Background: an optimization exercise with open tools, aiming at small area and a short achievable clock period. Do not read the settings as production practice.
Where RTL was checked, it was by simulation tests only, not by an equivalence proof against the original.
No functional check of the RTL was part of run 1.
No activity file was given, so power comes from the tool's default toggle rates.

==> flow/design.v (outline; a module is shown in full before it is edited, if it fits) <==
// module DSP: 2875 lines
// module dsp_faf: 8 lines
// module dsp_maj: 5 lines
// module dsp_fa: 6 lines
// module dsp_aoi_gt: 6 lines
// module dsp_aoi_g: 5 lines
// module dsp_oai_gt: 6 lines
// module dsp_oai_g: 5 lines
// module dsp_xor: 5 lines
// module dsp_mxi: 5 lines
// module dsp_xnor: 5 lines
module DSP(A,B,C,D,CLK,CARRYIN,OPMODE,BCIN,RSTA,RSTB,RSTM,RSTP,RSTC,RSTD,RSTCARRYIN,RSTOPMODE,
          CEA,CEB,CEM,CEP,CEC,CED,CECARRYIN,CEOPMODE,PCIN,BCOUT,PCOUT,P,M,CARRYOUT,CARRYOUTF);
  // ...
==> flow/flow/run.sh <==
#!/bin/bash
# Standard layout with two changes: the port buffers are plain buf_1 cells
# instead of the default delay buffers, and ABC maps for a lighter load, so
# that it picks the smaller cell sizes and leaves sizing to the resizer.
export BUFFER_PORTS_ARGS="-buffer_cell sky130_fd_sc_hd__buf_1"
bash standard.sh ABC_LOAD_IN_FF=1 finish > standard.log 2>&1
==> flow/standard.sh <==
#!/bin/bash
# synth_recipe.tcl (not shown) runs the flow's synth.tcl, then flattens the netlist and writes it again
# the make line also repeats each setting of config.mk as NAME=value (left out here)
make -C /OpenROAD-flow-scripts/flow DESIGN_CONFIG=/design/flow/config.mk WORK_HOME=/design/flow/orfs CLKGATE_MAP_FILE= SYNTH_SCRIPT=/design/flow/synth_recipe.tcl "${@:-finish}"
==> flow/config.mk <==
export PLATFORM = sky130hd
export DESIGN_NAME = DSP
export DESIGN_NICKNAME = DSP
export VERILOG_FILES = /design/flow/design.v
export SDC_FILE = /design/flow/constraint.sdc
export NUM_CORES = 4
export LEC_CHECK = 0
export CAP_MARGIN = 20
export CORE_MARGIN = 2
export CORE_UTILIZATION = 55
export CTS_CLUSTER_DIAMETER = 80
export CTS_CLUSTER_SIZE = 30
export SETUP_SLACK_MARGIN = 3.8
export SLEW_MARGIN = 20
export SYNTH_HIERARCHICAL = 1
export SYNTH_MINIMUM_KEEP_SIZE = 0
==> flow/constraint.sdc <==
create_clock -name core_clock -period 8.0 [get_ports {CLK}]
set_input_delay 1.6000 -clock core_clock [delete_from_list [all_inputs] [get_ports {CLK}]]
set_output_delay 1.6000 -clock core_clock [all_outputs]
set_load 0.01 [all_outputs]
==> results.cfg, run 1 <==
[run_status]
status = complete, no violations

[placed_design]
portBuffers = 326

[finish]
num-nonclk-buffers = 405
nFlopsAndLatches = 225
seq-cell-share_pct = 22.42
fill_cells = 3656
n_antenna_cell = 1

[sta]
fmax_mhz = 236.8
relSlewSlack_pct = 29.34
fin_hold_ws_ns = 0.4995

[clocking]
cts_resized = 30
htreeDepth = 1
cts.sinks = 225

[power_and_ir_drop]
top_power_group = combinational cells
p_leak_uw = 0.008634
p_clk_uw = 1150

[grt]
use_met3_pct = 5.260

[critical_path]
rr_endpoint = MS_r[19]
crit_slowest_cell = edfxtp_1

[logic_synthesis]
synth_fa_ha_area_share_pct = 20.18
synth.yosys.warnings = 7
synth-edff-count = 128
synth_compound_area_share_pct = 12.41
synth.cell_area_mm2 = 0.02309
synthMostInstantiatedCell = nand2_1
==> run 2, diff against run 1 <==
--- a/flow/design.v
+++ b/flow/design.v
@@ -2017,24 +2017,23 @@
     assign ma_s_21 = ma_p_22 ^ ma_g5_21;
     assign ma_s_22 = ma_p_23 ^ ma_g5_22;
     assign ma_s_23 = ma_p_24 ^ ma_g5_23;
     assign ma_s_24 = ma_p_25 ^ ma_g5_24;
     assign ma_s_25 = ma_p_26 ^ ma_g5_25;
     assign ma_s_26 = ma_p_27 ^ ma_g5_26;
     assign ma_s_27 = ma_p_28 ^ ma_g5_27;
     wire [35:0] msum = {ma_s_27, ma_s_26, ma_s_25, ma_s_24, ma_s_23, ma_s_22, ma_s_21, ma_s_20, ma_s_19, ma_s_18, ma_s_17, ma_s_16, ma_s_15, ma_s_14, ma_s_13, ma_s_12, ma_s_11, ma_s_10, ma_s_9, ma_s_8, ma_s_7, ma_s_6, ma_s_5, ma_s_4, ma_s_3, ma_s_2, ma_s_1, ma_s_0, MS_r[7], MS_r[6], MS_r[5], MS_r[4], MS_r[3], MS_r[2], MS_r[1], MS_r[0]};
-    wire [35:0] mraw = ~msum;
-    assign mprod = mraw & {36{~M_z}};
+    assign mprod = ~msum;
     assign M = mprod;
     reg [47:0] X, Z;
     always @(*) begin
         case (OP_r[1:0])
         2'd0: X = 48'd0;
-        2'd1: X = M_z ? 48'd0 : {{12{mraw[35]}}, mraw};
+        2'd1: X = {{12{mprod[35]}}, mprod};
         2'd2: X = P_r;
         default: X = {D_r[11:0], (A_r & {18{~A_z}}), B_r};
         endcase
         case (OP_r[3:2])
         2'd0: Z = 48'd0;
         2'd1: Z = PCIN;
         2'd2: Z = P_r;
         default: Z = (C_r & {48{~C_z}});
@@ -2856,18 +2855,18 @@
     always @(posedge CLK) begin
         if (RSTD) D_r <= 18'd0; else if (CED) D_r <= D;
         if (RSTC) C_z <= 1'b1; else if (CEC) C_z <= 1'b0;
         if (CEC) C_r <= C;
         if (RSTOPMODE) OP_r <= 8'd0; else if (CEOPMODE) OP_r <= OPMODE;
         if (RSTA) A_z <= 1'b1; else if (CEA) A_z <= 1'b0;
         if (CEA) A_r <= A;
         if (RSTB) B_r <= 18'd0; else if (CEB) B_r <= B_n;
-        if (RSTM | (CEM & A_z)) M_z <= 1'b1; else if (CEM) M_z <= 1'b0;
-        if (CEM) begin MS_r <= row0; MC_r <= row1; end
+        if (RSTM | (CEM & A_z)) begin MS_r <= {35{1'b1}}; MC_r <= {27{1'b1}}; end
+        else if (CEM) begin MS_r <= row0; MC_r <= row1; end
         if (RSTCARRYIN) begin CYI_r <= 1'b0; CYO_r <= 1'b0; end
         else if (CECARRYIN) begin CYI_r <= OP_r[5]; CYO_r <= cout; end
         if (RSTP) P_r <= 48'd0; else if (CEP) P_r <= psum;
     end
     assign P = P_r;
     assign PCOUT = P_r;
     assign BCOUT = B_r;
     assign CARRYOUT = CYO_r;
==> flow/config.mk (replaced) <==
export PLATFORM = sky130hd
export DESIGN_NAME = DSP
export DESIGN_NICKNAME = DSP
export VERILOG_FILES = /design/flow/design.v
export SDC_FILE = /design/flow/constraint.sdc
export NUM_CORES = 4
export LEC_CHECK = 0
export CAP_MARGIN = 20
export CORE_MARGIN = 2
export CORE_UTILIZATION = 55
export SETUP_SLACK_MARGIN = 3.8
export SLEW_MARGIN = 20
export SYNTH_HIERARCHICAL = 1
export SYNTH_MINIMUM_KEEP_SIZE = 0
==> results.cfg, run 2 <==
[route]
routed_wl_um = 83290
routed_wire_length_per_instance_um = 22.51
firstDrtPassIters = 8
ant_nets = 0
drtIter0Drc = 2345
avgViaCountPerCell = 6.035
drc = 0
vias = 22330

[sta]
rsz0062_at_grt = yes
finalHoldViolations = 0
fin_hold_ws_ns = 0.4822
min_period_over_period_pct = 52.27
fmax_mhz = 239.1
setup_tns_ns = 0
post-route-min-period_ns = 4.182
setup_violations = 0
relSlewSlack_pct = 35.49
skew_ns = 0.03662
tightestPinTransition_ns = 0.9676
drv_slew = 0

[logic_synthesis]
ys_seq_area_share_pct = 21.87
ys_ff_latch = 224
synth_top_area_cell = fa_1
synthDistinctLibCells = 52
syn_area_per_cell_um2 = 8.097
synth-edff-count = 66
ys.flop_type = dfxtp_1
synth.yosys.warnings = 7
netlist.area_leader.share_pct = 16.60
synth.cell_area_mm2 = 0.02352
synth_cells = 2905
synthArstFlopShare_pct = 0
synthTopCellsByCount = nand2_1, nor2_1, xor2_1
synthMostInstantiatedCell = nand2_1
synthTopCellsByArea = fa_1, dfxtp_1, nand2_1

[critical_path]
end_kind = output pin
rrSetupSlack_ns = 3.99
path_class = flop to output pin
cp-start-kind = flop
reg2reg_depth = 19
rr_endpoint = P_r[26]
crit_fanout = 4
startpoint = MC_r[1]
timing.rr.start = MC_r[1]
critPathArrivalTime_ns = 2.58
crit_path_end = M[16]
critPathRequiredTime_ns = 6.40

[die]
ios = 346
core-area_mm2 = 0.04204
die_h_um = 210.8
start_util_pct = 55.95
die_area_mm2 = 0.04444
row_count = 75
die_w_um = 210.8

[job]
drv_cap = 0

[finish]
layout_commonest_cell = nand2_1
nets = 3526
drive_gt1_share_pct = 9.399
final_cells = 3701
largestRegisters = C_r (48), P_r (48), MS_r (35)
syn_to_final_growth_pct = 12.73
mostFrequentLayoutCells = nand2_1, buf_1, nor2_1

[grt]
grt_pass1_vias = 21640
grt_usage_pct = 36.66
antenna_found_initial = 3
grt_max_degree = 73
top_usage_layer = met2
use_met3_pct = 6.705
grt_pass1_wl_um = 124600
use_met1_pct = 48.68
gr-total-overflow = 0
grtUsageMet2_pct = 58.81

[clocking]
cts_hold_repair.buffers = 0
cts_tree = yes
path_clk_slew_ns = 0.06
htreeDepth = 1
clk_path_buf_depth = 3
cts_root_buf = clkbuf_16
cts_made_buffers = 29
clock_latency_ns = 0.59
cts.sinks = 224

[power_and_ir_drop]
p_leak_uw = 0.009473
power_density_mw_per_mm2 = 198.4
ir_worst_vdd_mv = 0.2053

[run_status]
status = complete, no violations

[placed_design]
gp_congestion = 0.9673
dp_cells = 3592
portBuffers = 326
dp_hpwl_um = 60340

[hold_path]
hold_class = flop to flop
## run 2: area by class of cell
type | count | area [um2]
tap | 539 | 674.4
inverter | 81 | 307.8
clock inverter | 18 | 210.2
antenna | 2 | 5.005
fill | 3786 | 15520
clock buffer | 36 | 762.0
timing repair buffer | 422 | 2142
sequential | 224 | 5160
multi-input combinational | 2379 | 17250
## run 2: critical path, cell delays in order (launching register included)
cell and delay (ns):
dfxtp_1 0.35, nor2_1 0.23, o21ai_2 0.12, a21oi_1 0.25
o21ai_1 0.15, a21oi_2 0.21, buf_4 0.16, xor2_2 0.32
buf_1 0.19
## run 2: modules after synthesis, one instance, submodules excluded, excerpt
module	flip-flops and latches	cell area [um2]	cells
dsp_fa	0	20.02	1
dsp_oai_g	0	5.005	1
dsp_xor	0	8.758	1
dsp_xnor	0	8.758	1
dsp_aoi_gt	0	8.758	2
dsp_maj	0	11.26	1
DSP	224	14580	1922
dsp_oai_gt	0	8.758	2
dsp_aoi_g	0	5.005	1
## run 2: worst min path at each step
stage	cells after the start	slack, ns	endpoint	start
after detailed placement	2	0.47	B_r[17]	B_r[17]
after floorplan	2	0.46	OP_r[5]	OP_r[5]
final	2	0.48	B_r[14]	B_r[14]
after CTS	2	0.48	B_r[17]	B_r[17]
after global placement	2	0.47	B_r[10]	B_r[10]
after global routing	2	0.51	B_r[14]	B_r[14]
## run 2: kinds of logic after synthesis
| group | share of synthesized area, % |
|---|---|
| flip-flops | 21.87 |
| AND/OR/NAND/NOR | 19.40 |
| adder cells (fa/ha/maj) | 19.80 |
| buffers and inverters | 6.218 |
| other | 0.03193 |
| multiplexers | 4.681 |
| AO/OA/AOI/OAI | 13.84 |
| XOR/XNOR | 14.15 |
## run 2: what timing repair did
item / CTS / global route
endpoints found under the setup margin: 43 / 49
pin swaps: 2 / 9
setup buffers: 34 / 19
gates resized for setup: 22 / 53
## run 2: power by group
| part | leakage, uW | switching (uW) | internal [uW] | total (uW) |
|---|---|---|---|---|
| registers | 0.00195 | 141 | 1290 | 1430 |
| clock network | 0.000467 | 558 | 805 | 1360 |
| logic | 0.00706 | 1460 | 1010 | 2470 |
| total | 0.00947 | 2160 | 3100 | 5260 |
## run 2: metrics by stage
step                      cell area (um2)  total power (uW)  util (%)  worst slack [ns]
after global routing                26510              5559     63.07             3.741
final                               26520              5261     63.07             3.818
after CTS                           26090              5199     62.07             3.789
after global placement              24650              3741     58.63             3.319
after floorplan                     23540              3232         -             4.029
after detailed placement            24650              3801     58.63             3.333
## run 2: routing by layer
metal / vias up / part of all wire [%]
met1: 10740 / 41
met2: 1261 / 46
met3: 230 / 9.3
met5: - / 0.014
li1: 10110 / -
met4: 2 / 4.6
==> run 3, diff against run 2 <==
--- a/flow/config.mk
+++ b/flow/config.mk
@@ -10,3 +10,3 @@
 export CORE_UTILIZATION = 55
-export SETUP_SLACK_MARGIN = 3.8
+export SETUP_SLACK_MARGIN = 4.0
 export SLEW_MARGIN = 20
==> results.cfg, run 3 <==
[run_status]
status = complete, no violations

[critical_path]
cp_cell_sequence = nor2_2 > nor2_2 > nand2_1 > nor2_1 > a21oi_2 > buf_4 > xor2_2 > buf_1
critPathRequiredTime_ns = 6.40
crit_fanout = 4
path_class = flop to output pin
crit_top_cell = nor2_2
end_kind = output pin
rrSetupSlack_ns = 4.12
cp_slowest_stage_delay_ns = 0.41
crit_slowest_cell = dfxtp_1
critPathArrivalTime_ns = 2.33
critPathBufInv = 2
path_delay_family = simple AND/OR/NAND/NOR gates
cp-start-kind = flop

[grt]
gr-total-overflow = 0
grt_pass1_wl_um = 125100
top_usage_layer = met2
grt_pass1_vias = 21750
grt_usage_pct = 36.76
grt_max_degree = 73
grtUsageMet2_pct = 59.18
antenna_found_initial = 4
use_met1_pct = 48.90
use_met3_pct = 6.557

[clocking]
cts_tree = yes
cts_root_buf = clkbuf_16
clock_latency_ns = 0.60
path_clk_slew_ns = 0.06
cts.sinks = 224
htreeDepth = 1
cts_made_buffers = 29
clk_path_buf_depth = 3

[hold_path]
hold_class = flop to flop

[power_and_ir_drop]
clockPowerShare_pct = 25.6
pwr-share-comb_pct = 47.3
ir_worst_vdd_mv = 0.1907
switchingPower_uw = 2199
power_density_mw_per_mm2 = 196.1
finalPower_uw = 5328
p_int_uw = 3129
p_leak_uw = 0.009631
seqPwrFrac_pct = 27.1
switching_share_pct = 41.28

[placed_design]
gp_congestion = 0.9673
dpl-instance-area_mm2 = 0.02465
portBuffers = 326
place_ws_ns = 3.333
dp_hpwl_um = 60340

[sta]
tightestPinTransition_ns = 0.9761
rsz0062_at_grt = yes
skew_ns = 0.03493
setup_slack_ns = 4.067
relSlewSlack_pct = 34.93
fmax_mhz = 254.3
min_period_over_period_pct = 49.16
post-route-min-period_ns = 3.933
setup_violations = 0
fin_hold_ws_ns = 0.4950
setup_tns_ns = 0
finalHoldViolations = 0
drv_slew = 0

[logic_synthesis]
synth.yosys.warnings = 7
synthArstFlopShare_pct = 0
synth_cells = 2905
synth_top_area_cell = fa_1
synthMostInstantiatedCell = nand2_1
synth-edff-count = 66
synth-simple-area-share_pct = 19.40
synth_top_family_by_area = adder cells
synth.cell_area_mm2 = 0.02352
synth_fa_ha_area_share_pct = 19.80
ys_seq_area_share_pct = 21.87
ys_ff_latch = 224
synth_xor_area_share_pct = 14.15
synthDistinctLibCells = 52
synthTopCellsByArea = fa_1, dfxtp_1, nand2_1
netlist.area_leader.share_pct = 16.60
ys.flop_type = dfxtp_1
synthMuxAreaShare_pct = 4.681
synth_compound_area_share_pct = 13.84
syn_area_per_cell_um2 = 8.097
synthTopCellsByCount = nand2_1, nor2_1, xor2_1

[route]
drtIter0Drc = 2231
routed_wl_um = 84070
vias = 22510
ant_nets = 0
routed_wire_length_per_instance_um = 22.62
firstDrtPassIters = 10
avgViaCountPerCell = 6.058
drc = 0

[finish]
syn_to_final_growth_pct = 15.49
fin_area_mm2 = 0.02716
layout_commonest_cell = nand2_1
largestRegisters = C_r (48), P_r (48), MS_r (35)
mostFrequentLayoutCells = nand2_1, buf_1, nor2_1
nets = 3541
drive_gt1_share_pct = 13.45
fill_cells = 3721

[die]
core-area_mm2 = 0.04204
die_area_mm2 = 0.04444
start_util_pct = 55.95
die_w_um = 210.8
die_h_um = 210.8
row_count = 75
ios = 346

[job]
drv_cap = 0
run 3: cell counts after synthesis:
Identical to the previous run, type by type.
run 3: worst min-delay path: stages (launching register included):
cell and delay, ns:
dfxtp_1 0.31, nand2b_1 0.07, o22ai_1 0.07
run 3: modules after synthesis (local to each module, per instance), excerpt:
module / times used / cell area (um2)
dsp_aoi_gt: 82 / 8.758
dsp_xor: 228 / 8.758
dsp_oai_gt: 110 / 8.758
dsp_aoi_g: 42 / 5.005
DSP: 1 / 14580
dsp_oai_g: 50 / 5.005
dsp_xnor: 17 / 8.758
dsp_fa: 195 / 20.02
dsp_maj: 67 / 11.26
run 3: final timing paths:
check | cells after the start | to | start
worst max-delay path | 8 | M[17] | MC_r[8]
worst min-delay path | 2 | B_r[14] | B_r[14]
worst max register to register | 12 | MC_r[12] | B_r[12]
worst min register to register | 2 | B_r[14] | B_r[14]
run 3: layout make-up:
cell class                      instances  area [um2]  area share, %
Clock buffer                           36       762.0          2.805
Sequential cell                       224        5177          19.06
Tap cell                              539       674.4          2.483
Clock inverter                         18       210.2         0.7738
Multi-Input combinational cell       2379       17710          65.21
Antenna cell                            2       5.005        0.01842
Inverter                               81       307.8          1.133
Timing Repair Buffer                  437        2313          8.517
run 3: cells by family after synthesis:
logic type	count (synthesis)
adders and majority gates	262
and+or+nand+nor	1097
buffers and inverters	308
AOI/OAI and AO/OA	522
other	2
xor gates and xnor gates	380
muxes	110
DFF	224
run 3: metal layers:
layer | vias to the layer above | share of wire [%]
li1 | 10150 | -
met1 | 10880 | 41
met2 | 1238 | 46
met3 | 244 | 8.9
met4 | 4 | 4.7
met5 | - | 0.031
run 3: power groups by stage:
stage	Combinational, uW	Sequential, uW	Clock (uW)
floorplan	1830	1400	0
global placement	2260	1480	0
detailed placement	2320	1480	0
CTS	2420	1430	1380
global route	2750	1460	1420
finish	2520	1450	1360
run 3: through the flow:
| step | std cells | utilization, % |
|---|---|---|
| global placement | 3592 | 58.63 |
| floorplan | 2911 | - |
| finish | 3716 | 64.61 |
| CTS | 3693 | 62.88 |
| detailed placement | 3592 | 58.63 |
| global route | 3715 | 64.61 |
run 3: repair_timing:
action,in CTS,in global routing
endpoints found under the setup margin,77,63
pin swaps,7,19
gates resized for setup,75,150
hold buffers,0,0
setup buffers,47,21
==> run 4, diff against run 3 <==
--- a/flow/config.mk
+++ b/flow/config.mk
@@ -9,3 +9,4 @@
 export CORE_MARGIN = 2
-export CORE_UTILIZATION = 55
+export CORE_UTILIZATION = 60
+export PLACE_DENSITY = 0.68
 export SETUP_SLACK_MARGIN = 4.0
==> results.cfg, run 4 <==
[logic_synthesis]
synthTopCellsByCount = nand2_1, nor2_1, xor2_1
ys_ff_latch = 224
synth-edff-count = 66
synthMostInstantiatedCell = nand2_1
synthArstFlopShare_pct = 0
synth.cell_area_mm2 = 0.02352
netlist.area_leader.share_pct = 16.60
synth_cells = 2905
synthDistinctLibCells = 52
ys_seq_area_share_pct = 21.87
synth_top_area_cell = fa_1
ys.flop_type = dfxtp_1
synthTopCellsByArea = fa_1, dfxtp_1, nand2_1
syn_area_per_cell_um2 = 8.097
synth.yosys.warnings = 7

[sta]
skew_ns = 0.04232
setup_tns_ns = 0
rsz0062_at_grt = yes
relSlewSlack_pct = 27.37
post-route-min-period_ns = 4.012
finalHoldViolations = 0
drv_slew = 0
tightestPinTransition_ns = 1.088
fmax_mhz = 249.2
setup_violations = 0
min_period_over_period_pct = 50.15

[clocking]
cts.sinks = 224
cts_hold_repair.buffers = 0
cts_root_buf = clkbuf_16
htreeDepth = 1
cts_tree = yes
path_clk_slew_ns = 0.06
cts_made_buffers = 28
clock_latency_ns = 0.60
clk_path_buf_depth = 3

[grt]
grt_pass1_vias = 22400
grt_max_degree = 73
grt_pass1_wl_um = 127000
grt_usage_pct = 40.17
gr-total-overflow = 0
antenna_found_initial = 0

[die]
die_area_mm2 = 0.04080
core-area_mm2 = 0.03865
ios = 346
start_util_pct = 60.86
die_h_um = 202.0
die_w_um = 202.0
row_count = 72

[route]
ant_nets = 0
vias = 23120
routed_wl_um = 84960
routed_wire_length_per_instance_um = 22.99
avgViaCountPerCell = 6.258
drtIter0Drc = 2575
firstDrtPassIters = 12
drc = 0

[run_status]
status = complete, no violations

[job]
drv_cap = 0

[critical_path]
end_kind = output pin
path_class = flop to output pin
crit_fanout = 4
critPathArrivalTime_ns = 2.41
cp-start-kind = flop
critPathRequiredTime_ns = 6.40

[finish]
largestRegisters = C_r (48), P_r (48), MS_r (35)
drive_gt1_share_pct = 12.72
syn_to_final_growth_pct = 14.81
utilization_pct = 69.88
layout_commonest_cell = nand2_1
nets = 3544
mostFrequentLayoutCells = nand2_1, buf_1, nor2_1
final_cells = 3695

[placed_design]
dp_hpwl_um = 60110
portBuffers = 326
dp_cells = 3566
gp_congestion = 0.9591

[power_and_ir_drop]
p_leak_uw = 0.009652
power_density_mw_per_mm2 = 196.8
ir_worst_vdd_mv = 0.1998

[hold_path]
hold_class = flop to flop
## run 4: modules after synthesis (local to each module, per instance), excerpt
module	flops+latches	cells	cell area (um2)
dsp_oai_g	0	1	5.005
dsp_oai_gt	0	2	8.758
dsp_maj	0	1	11.26
dsp_aoi_g	0	1	5.005
DSP	224	1922	14580
dsp_xor	0	1	8.758
## run 4: layer usage
| metal | GRT usage, % | up-vias | wire, um |
|---|---|---|---|
| li1 | - | 10160 | - |
| met1 | 51.44 | 11070 | 32170 |
| met2 | 65.01 | 1558 | 38850 |
| met3 | 8.223 | 341 | 9012 |
| met4 | 19.62 | 0 | 4928 |
| met5 | 0 | - | 0 |
## run 4: area by class of cell
type | instances | area [um2]
clock inverter | 18 | 145.1
fill | 3119 | 11640
antenna | 1 | 2.502
inverter | 81 | 304.0
clock buffer | 33 | 770.7
sequential | 224 | 5181
timing repair buffer | 441 | 2364
tap | 518 | 648.1
multi-input combinational | 2379 | 17590
## run 4: logic make-up after synthesis
kind of cell	after synthesis	share of synthesized area, %
AO/OA/AOI/OAI	522	13.84
XOR/XNOR	380	14.15
adder cells (fa/ha/maj)	262	19.80
buffers and inverters	308	6.218
flip-flops	224	21.87
multiplexers	110	4.681
other	2	0.03193
AND/OR/NAND/NOR	1097	19.40
## run 4: worst paths after layout
check	start	to	slack, ns	cells past startpoint
min reg2reg	MS_r[7]	MS_r[7]	0.50	2
max reg2reg	B_r[9]	MC_r[10]	4.07	13
max	MC_r[1]	M[14]	3.99	7
min	MS_r[7]	MS_r[7]	0.50	2
## run 4: power breakdown
group	switching (uW)	leakage (uW)	internal, uW	total, uW
logic	1540	0.00725	1050	2590
clock network	554	0.000463	723	1280
registers	157	0.00194	1290	1450
## run 4: what timing repair did
item                                    CTS  global route
buffers inserted                         56            20
endpoints found under the hold margin     0             0
pin swaps                                 6            19
resized for setup                        46           152
endpoints found under the setup margin   74            63
## run 4: critical path, stage by stage (launching register included)
cell and delay [ns]:
dfxtp_2 0.35, nor2_4 0.18, o21ai_4 0.11, a21oi_4 0.19
o21ai_2 0.11, buf_4 0.15, xnor2_1 0.51, buf_1 0.21
## run 4: per-stage QoR
step / hold WS (ns) / cell area [um2] / power [uW] / setup WS, ns
CTS: 0.5031 / 26220 / 5148 / 3.893
global placement: 0.4711 / 24580 / 3725 / 3.193
global route: 0.5228 / 27000 / 5569 / 3.971
finish: 0.5030 / 27000 / 5314 / 3.988
floorplan: 0.4601 / 23540 / 3232 / 4.029
detailed placement: 0.4917 / 24580 / 3821 / 3.223

separate check: timing with driven ports:
The flow's constraints put no driver on any port. The routed layouts listed below were extracted and timed again, unchanged, in two steps. Step 1 sets driving cells, clkbuf_16 on the clock port and buf_2 on the other inputs (assumed; they add their load-dependent delay and slew). Step 2 adds t to the input delays and takes it off the output delays; t is the mean of the earliest and latest rising clock arrival at the registers after step 1. Input paths then give back, and output paths get back, about the clock's delay inside the block. Slacks: ideal ports / drivers / drivers and shift; pairs: ideal ports / drivers.
run | t, ns | setup WS [ns] | cell pins on the clock port's net
run 1 | 0.601 | 3.777 / 3.722 / 3.551 | 1
run 2 | 0.633 | 3.818 / 3.762 / 3.409 | 1
run 3 | 0.635 | 4.067 / 4.011 / 3.563 | 1
run 4 | 0.633 | 3.988 / 3.932 / 3.570 | 1
After both steps every run listed still meets setup and hold. For run 3, which loses most, drivers alone change the setup slack by -0.056 ns; drivers and shift together by -0.504 ns.
